What follows belongs to an exercise in optimizing a design on an open flow for small area, a short achievable clock period and few clock cycles per item; a production flow would make more cautious choices.
The RTL was checked by simulation tests, not by an equivalence proof against the original design.

==> build 62: inputs <==
==> flow/design.v (excerpt) <==
module ifft_top (
    input  wire        clk,
    input  wire        rst,
    input  wire        ifft_enable,
    input  wire [15:0] in_0_real,
    input  wire [15:0] in_1_real,
    input  wire [15:0] in_2_real,
    input  wire [15:0] in_3_real,
    input  wire [15:0] in_4_real,
    input  wire [15:0] in_5_real,
    input  wire [15:0] in_6_real,
    input  wire [15:0] in_7_real,
    input  wire [15:0] in_8_real,
    input  wire [15:0] in_9_real,
    input  wire [15:0] in_10_real,
    input  wire [15:0] in_11_real,
    input  wire [15:0] in_0_imag,
    input  wire [15:0] in_1_imag,
    input  wire [15:0] in_2_imag,
    input  wire [15:0] in_3_imag,
    input  wire [15:0] in_4_imag,
    input  wire [15:0] in_5_imag,
    input  wire [15:0] in_6_imag,
    input  wire [15:0] in_7_imag,
    input  wire [15:0] in_8_imag,
    input  wire [15:0] in_9_imag,
    input  wire [15:0] in_10_imag,
    input  wire [15:0] in_11_imag,
    output wire [15:0] ifft_out_real,
    output wire [15:0] ifft_out_imag,
    output wire        finish
);
  integer i;
  reg       busy;
  reg [4:0] t;
  reg       fin;
  wire      start = ~busy & ifft_enable;
  always @(posedge clk or negedge rst) begin
    if (!rst) begin
      busy <= 1'b0;
      t    <= 5'd0;
      fin  <= 1'b0;
    end else begin
      if (start) begin
        busy <= 1'b1;
        t    <= 5'd1;
      end else if (busy) begin
        t <= t + 5'd1;
        if (t == 5'd20) busy <= 1'b0;
      end
      fin <= busy & (t >= 5'd4) & (t <= 5'd19);
    end
  end
  assign finish = fin;
  wire [4:0] tn = busy ? t + 5'd1 : 5'd1;
  localparam M_ID = 3'd0, M_J = 3'd1, M_T1 = 3'd2, M_T3 = 3'd3,
             M_W1 = 3'd4, M_W3 = 3'd5, M_W5 = 3'd6, M_W7 = 3'd7;
  reg [2:0] modeN;
  always @(*) begin
    case (tn)
      5'd1:  modeN = M_T1; 5'd2:  modeN = M_T3;
      5'd3:  modeN = M_T1; 5'd4:  modeN = M_W1; 5'd5:  modeN = M_W3;
      5'd6:  modeN = M_T3; 5'd7:  modeN = M_W5; 5'd8:  modeN = M_W7;
      5'd10: modeN = M_J;  5'd11: modeN = M_T1; 5'd12: modeN = M_T3;
      default: modeN = M_ID;
    endcase
  end
  wire [1:0] kn = tn[1:0];                  
  reg  [2:0] modeA, modeA2;
  reg        r0A, r1A, r2A, r3A;            
  reg        r2B1, r2B2, r2C;               
  reg  [3:1] weB1, weB2, weC;               
  reg        n8, sw4, n4r, n4i;             
  reg  [3:1] weG;                           
  ...
Settings: LEC_CHECK=0, CAP_MARGIN=80, CORE_MARGIN=2, CORE_UTILIZATION=40, SLEW_MARGIN=80; clock period 13.6 ns.
run.sh (not shown) runs the stock make flow with config.mk's settings and CLKGATE_MAP_FILE= SYNTH_SCRIPT=/design/flow/synth_recipe.tcl, a recipe that flattens the netlist after the stock synthesis.
==> inputs of build 11, as changes to build 62 <==
--- a/flow/design.v
+++ b/flow/design.v
@@ -42,90 +42,88 @@
       fin  <= 1'b0;
     end else begin
       if (start) begin
         busy <= 1'b1;
         t    <= 5'd1;
       end else if (busy) begin
         t <= t + 5'd1;
-        if (t == 5'd20) busy <= 1'b0;
+        if (t == 5'd21) busy <= 1'b0;
       end
-      fin <= busy & (t >= 5'd4) & (t <= 5'd19);
+      fin <= busy & (t >= 5'd5) & (t <= 5'd20);
     end
   end
   assign finish = fin;
   wire [4:0] tn = busy ? t + 5'd1 : 5'd1;
   localparam M_ID = 3'd0, M_J = 3'd1, M_T1 = 3'd2, M_T3 = 3'd3,
              M_W1 = 3'd4, M_W3 = 3'd5, M_W5 = 3'd6, M_W7 = 3'd7;
   reg [2:0] modeN;
   always @(*) begin
     case (tn)
-      5'd1:  modeN = M_T1; 5'd2:  modeN = M_T3;
-      5'd3:  modeN = M_T1; 5'd4:  modeN = M_W1; 5'd5:  modeN = M_W3;
-      5'd6:  modeN = M_T3; 5'd7:  modeN = M_W5; 5'd8:  modeN = M_W7;
-      5'd10: modeN = M_J;  5'd11: modeN = M_T1; 5'd12: modeN = M_T3;
+      5'd1:  modeN = M_T1; 5'd2:  modeN = M_J;  5'd3:  modeN = M_T3;
+      5'd4:  modeN = M_W1; 5'd5:  modeN = M_T1; 5'd6:  modeN = M_W3;
+      5'd7:  modeN = M_W5; 5'd8:  modeN = M_T3; 5'd9:  modeN = M_W7;
+      5'd11: modeN = M_T1; 5'd12: modeN = M_J;  5'd13: modeN = M_T3;
       default: modeN = M_ID;
     endcase
   end
-  wire [1:0] kn = tn[1:0];                  
+  wire [1:0] kn = tn[1:0] + 2'd3;           
   reg  [2:0] modeA, modeA2;
   reg        r0A, r1A, r2A, r3A;            
   reg        r2B1, r2B2, r2C;               
   reg  [3:1] weB1, weB2, weC;               
   reg        n8, sw4, n4r, n4i;             
   reg  [3:1] weG;                           
-  reg        bp2;                           
   reg        bl, bp3;                       
   reg        rot, n0, n1, n2, n3;           
   always @(posedge clk) begin
     modeA  <= modeN;
     modeA2 <= modeA;
-    r0A  <= (tn >= 5'd1)  & (tn <= 5'd2);
-    r1A  <= (tn >= 5'd3)  & (tn <= 5'd5);
-    r2A  <= (tn >= 5'd6)  & (tn <= 5'd8);
-    r3A  <= (tn >= 5'd10) & (tn <= 5'd12);
-    r2B1 <= (tn >= 5'd7)  & (tn <= 5'd9);
+    r0A  <= (tn >= 5'd1)  & (tn <= 5'd3);
+    r1A  <= (tn >= 5'd4)  & (tn <= 5'd6);
+    r2A  <= (tn >= 5'd7)  & (tn <= 5'd9);
+    r3A  <= (tn >= 5'd11) & (tn <= 5'd13);
+    r2B1 <= (tn >= 5'd8)  & (tn <= 5'd10);
     r2B2 <= r2B1;
     r2C  <= r2B2;
     weB1[1] <= (tn == 5'd2) | (tn == 5'd8)  | (tn == 5'd12);
-    weB1[2] <= (tn == 5'd7) | (tn == 5'd11);
-    weB1[3] <= (tn == 5'd3) | (tn == 5'd9)  | (tn == 5'd13);
+    weB1[2] <= (tn == 5'd3) | (tn == 5'd9)  | (tn == 5'd13);
+    weB1[3] <= (tn == 5'd4) | (tn == 5'd10) | (tn == 5'd14);
     weB2 <= weB1;
     weC  <= weB2;
     weG[1] <= (tn == 5'd1);
-    weG[2] <= (tn == 5'd4);
-    weG[3] <= (tn == 5'd2);
-    bp2  <= (tn == 5'd3);
-    n8   <= (tn == 5'd10) | (tn == 5'd14);
-    sw4  <= (tn == 5'd10) | (tn == 5'd14);
-    n4r  <= (tn == 5'd6)  | (tn == 5'd10);
-    n4i  <= (tn == 5'd6)  | (tn == 5'd14);
-    bl   <= (tn == 5'd3) | (tn == 5'd7) | (tn == 5'd11) | (tn == 5'd15);
-    bp3  <= (tn == 5'd11) | (tn == 5'd15);
+    weG[2] <= (tn == 5'd2);
+    weG[3] <= (tn == 5'd3);
+    n8   <= (tn == 5'd11) | (tn == 5'd15);
+    sw4  <= (tn == 5'd11) | (tn == 5'd15);
+    n4r  <= (tn == 5'd7)  | (tn == 5'd11);
+    n4i  <= (tn == 5'd7)  | (tn == 5'd15);
+    bl   <= (tn == 5'd4) | (tn == 5'd8) | (tn == 5'd12) | (tn == 5'd16);
+    bp3  <= (tn == 5'd12) | (tn == 5'd16);
     rot  <= (kn == 2'd1);
     n0   <= (kn != 2'd0);
     n1   <= (kn == 2'd1) | (kn == 2'd3);
     n2   <= kn[1];
     n3   <= (kn == 2'd1) | (kn == 2'd2);
   end
   reg [15:0] x0r, x0i, x4r, x4i, x8r, x8i;
   reg [15:0] ar[0:2], ai[0:2], br[0:2], bi[0:2], cr[0:2], ci[0:2];
   always @(posedge clk) begin
     if (!busy) begin
       x0r <= in_0_real;   x0i <= in_0_imag;
       x4r <= in_4_real;   x4i <= in_4_imag;
       x8r <= in_8_real;   x8i <= in_8_imag;
       ar[0] <= in_1_real;  ai[0] <= in_1_imag;
-      ar[1] <= in_3_real;  ai[1] <= in_3_imag;
-      ar[2] <= in_2_real;  ai[2] <= in_2_imag;
+      ar[1] <= in_2_real;  ai[1] <= in_2_imag;
+      ar[2] <= in_3_real;  ai[2] <= in_3_imag;
       br[0] <= in_5_real;  bi[0] <= in_5_imag;
-      br[1] <= in_7_real;  bi[1] <= in_7_imag;
-      br[2] <= in_6_real;  bi[2] <= in_6_imag;
+      br[1] <= in_6_real;  bi[1] <= in_6_imag;
+      br[2] <= in_7_real;  bi[2] <= in_7_imag;
       cr[0] <= in_9_real;  ci[0] <= in_9_imag;
-      cr[1] <= in_11_real; ci[1] <= in_11_imag;
-      cr[2] <= in_10_real; ci[2] <= in_10_imag;
+      cr[1] <= in_10_real; ci[1] <= in_10_imag;
+      cr[2] <= in_11_real; ci[2] <= in_11_imag;
     end else begin
       for (i = 0; i < 3; i = i + 1) begin
         ar[i] <= ar[(i+1)%3]; ai[i] <= ai[(i+1)%3];
         br[i] <= br[(i+1)%3]; bi[i] <= bi[(i+1)%3];
         cr[i] <= cr[(i+1)%3]; ci[i] <= ci[(i+1)%3];
       end
     end
@@ -170,15 +168,15 @@
   reg        hq2, hsB2, hq1, hq1b, hsB3, hsB4;
   always @(posedge clk) begin
     hq2  <= (modeA == M_T1) | (modeA == M_T3);
     hsB2 <= hq2;
     hq1  <= (modeN == M_T1) | (modeN == M_T3);
     hq1b <= hq1;
     hsB3 <= hq1b;
-    hsB4 <= (tn == 5'd3) | (tn == 5'd4) | (tn == 5'd5) | (tn == 5'd8) | (tn == 5'd13) | (tn == 5'd14);
+    hsB4 <= (tn == 5'd3) | (tn == 5'd5) | (tn == 5'd7) | (tn == 5'd10) | (tn == 5'd13) | (tn == 5'd15);
   end
   reg [3:0]  kreB, kimB, kreC, kimC;    
   always @(posedge clk) begin
     XRr <= byA2 ? (jA2 ? -PBi : PBr) : (cre[4] ? PBi : PBr) ^ {16{cre[3]}};
     YRr <= (cre[2] ? PBi : PBr) ^ {16{cre[1]}};
     ZRr <= cre[0] ? ~PBr : 16'd0;
     XRi <= byA2 ? (jA2 ? PBr : PBi) : (cim[4] ? PBi : PBr) ^ {16{cim[3]}};
@@ -275,37 +273,34 @@
   wire [25:0] psum_r, psum_i;
   ifft_add4 #(26) u_psr (SRr, CRr, kpr, {zsr, 10'd0}, 1'b0, 1'b0, psum_r);
   ifft_add4 #(26) u_psi (SRi, CRi, kpi, {zsi, 10'd0}, 1'b0, 1'b0, psum_i);
   wire [15:0] gv_r = psum_r[25:10], gv_i = psum_i[25:10];
   wire [15:0] q0v_r, q0v_i;
   ifft_add3 #(16) u_q0r (ar[0], br[0], cr[0], 1'b0, 1'b0, q0v_r);
   ifft_add3 #(16) u_q0i (ai[0], bi[0], ci[0], 1'b0, 1'b0, q0v_i);
-  wire [15:0] jv_r, jv_i;
-  ifft_add3 #(16) u_jr (~ai[2], ~ci[2], bi[2], 1'b1, 1'b1, jv_r);
-  ifft_add3 #(16) u_ji (ar[2], cr[2], ~br[2], 1'b1, 1'b0, jv_i);
   wire [15:0] gbr = x8r ^ {16{n8}}, gbi = x8i ^ {16{n8}};
   wire [15:0] gcr = (sw4 ? x4i : x4r) ^ {16{n4r}};
   wire [15:0] gci = (sw4 ? x4r : x4i) ^ {16{n4i}};
   wire [15:0] g0v_r, g0v_i;
   ifft_add3 #(16) u_g0r (x0r, gbr, gcr, n8, n4r, g0v_r);
   ifft_add3 #(16) u_g0i (x0i, gbi, gci, n8, n4i, g0v_i);
   reg  [15:0] G0r, G0i;
   always @(posedge clk) begin
     G0r <= g0v_r; G0i <= g0v_i;
   end
   reg [15:0] s1r, s1i, s2r, s2i, s3r, s3i;
   reg [15:0] g0r, g0i, g1r, g1i, g2r, g2i, g3r, g3i;
   always @(posedge clk) begin
     if (weG[1] | weC[1]) begin s1r <= weG[1] ? q0v_r : gv_r; s1i <= weG[1] ? q0v_i : gv_i; end
-    if (weG[2] | weC[2]) begin s2r <= weG[2] ? jv_r : gv_r; s2i <= weG[2] ? jv_i : gv_i; end
+    if (weG[2] | weC[2]) begin s2r <= weG[2] ? q0v_r : gv_r; s2i <= weG[2] ? q0v_i : gv_i; end
     if (weG[3] | weC[3]) begin s3r <= weG[3] ? q0v_r : gv_r; s3i <= weG[3] ? q0v_i : gv_i; end
     if (bl) begin
       g0r <= G0r;   g0i <= G0i;
       g1r <= s1r;   g1i <= s1i;
-      g2r <= bp2 ? q0v_r : s2r;   g2i <= bp2 ? q0v_i : s2i;
+      g2r <= s2r;   g2i <= s2i;
       g3r <= bp3 ? gv_r : s3r;  g3i <= bp3 ? gv_i : s3i;
     end else if (rot) begin
       g1r <= ~g1i; g1i <= g1r;
       g3r <= ~g3i; g3i <= g3r;
     end
   end
   wire [15:0] o_r, o_i;
- CAP_MARGIN: 80 -> 20
- CORE_UTILIZATION: 40 -> 60
- PLACE_DENSITY: not set -> 0.8
- SLEW_MARGIN: 80 -> 20
==> summary of the runs <==
Build 11 produced a clean layout. Build 62 went through all stages and came out clean.
Final area: build 62 is larger than build 11 (13%).
Of build 11 and build 62, build 62 has the higher maximum frequency (gap about 3%, measured against build 62).
Of build 62 and build 11, build 62 has the higher clock skew (gap 0.027 ns).
Against build 62, the worst hold slack of build 11 is higher by 0.0057 ns.
Between build 62 and build 11, the lower global-route usage is in build 62 (gap 8.1 points).
Against build 11, the critical path depth of build 62 is higher by 5.
In build 62 the register-to-register slack is higher than in build 11, by 0.14 ns.
Of build 11 and build 62, build 62 has the higher final cell count (gap 16%, measured against build 62).
Between build 11 and build 62, the lower sequential cell count is in build 11 (gap 1).
Testbench counts of build 62, summed over its fixed seeds: cycles 10,752, items 512.
Testbench counts of build 11, summed over its fixed seeds: cycles 11,264, items 512.

==> re-timing with driven ports <==
The flow's constraints put no driver on any port. The routed layouts listed below were extracted and timed again, unchanged, in two steps.
Step 1 assumes that a clkbuf_16 drives the clock port and a buf_2 every other input.
Step 2 times the ports against the registers' clock, not the clock port: input delays grow and output delays shrink by t, the midpoint of the rising clock arrivals with the driver on.
Three values: ideal, step 1, step 2; two values: the first two.
| run | t (ns) | slack for setup (ns) | hold slack, ns | cell pins on the clock port's net |
|---|---|---|---|---|
| build 62 | 0.855 | 9.054 / 9.054 / 9.054 | 0.315 / 0.315 / 0.315 | 1 |
| build 11 | 0.774 | 8.910 / 8.910 / 8.910 | 0.321 / 0.321 / 0.321 | 1 |
After both steps every run listed still meets setup and hold.
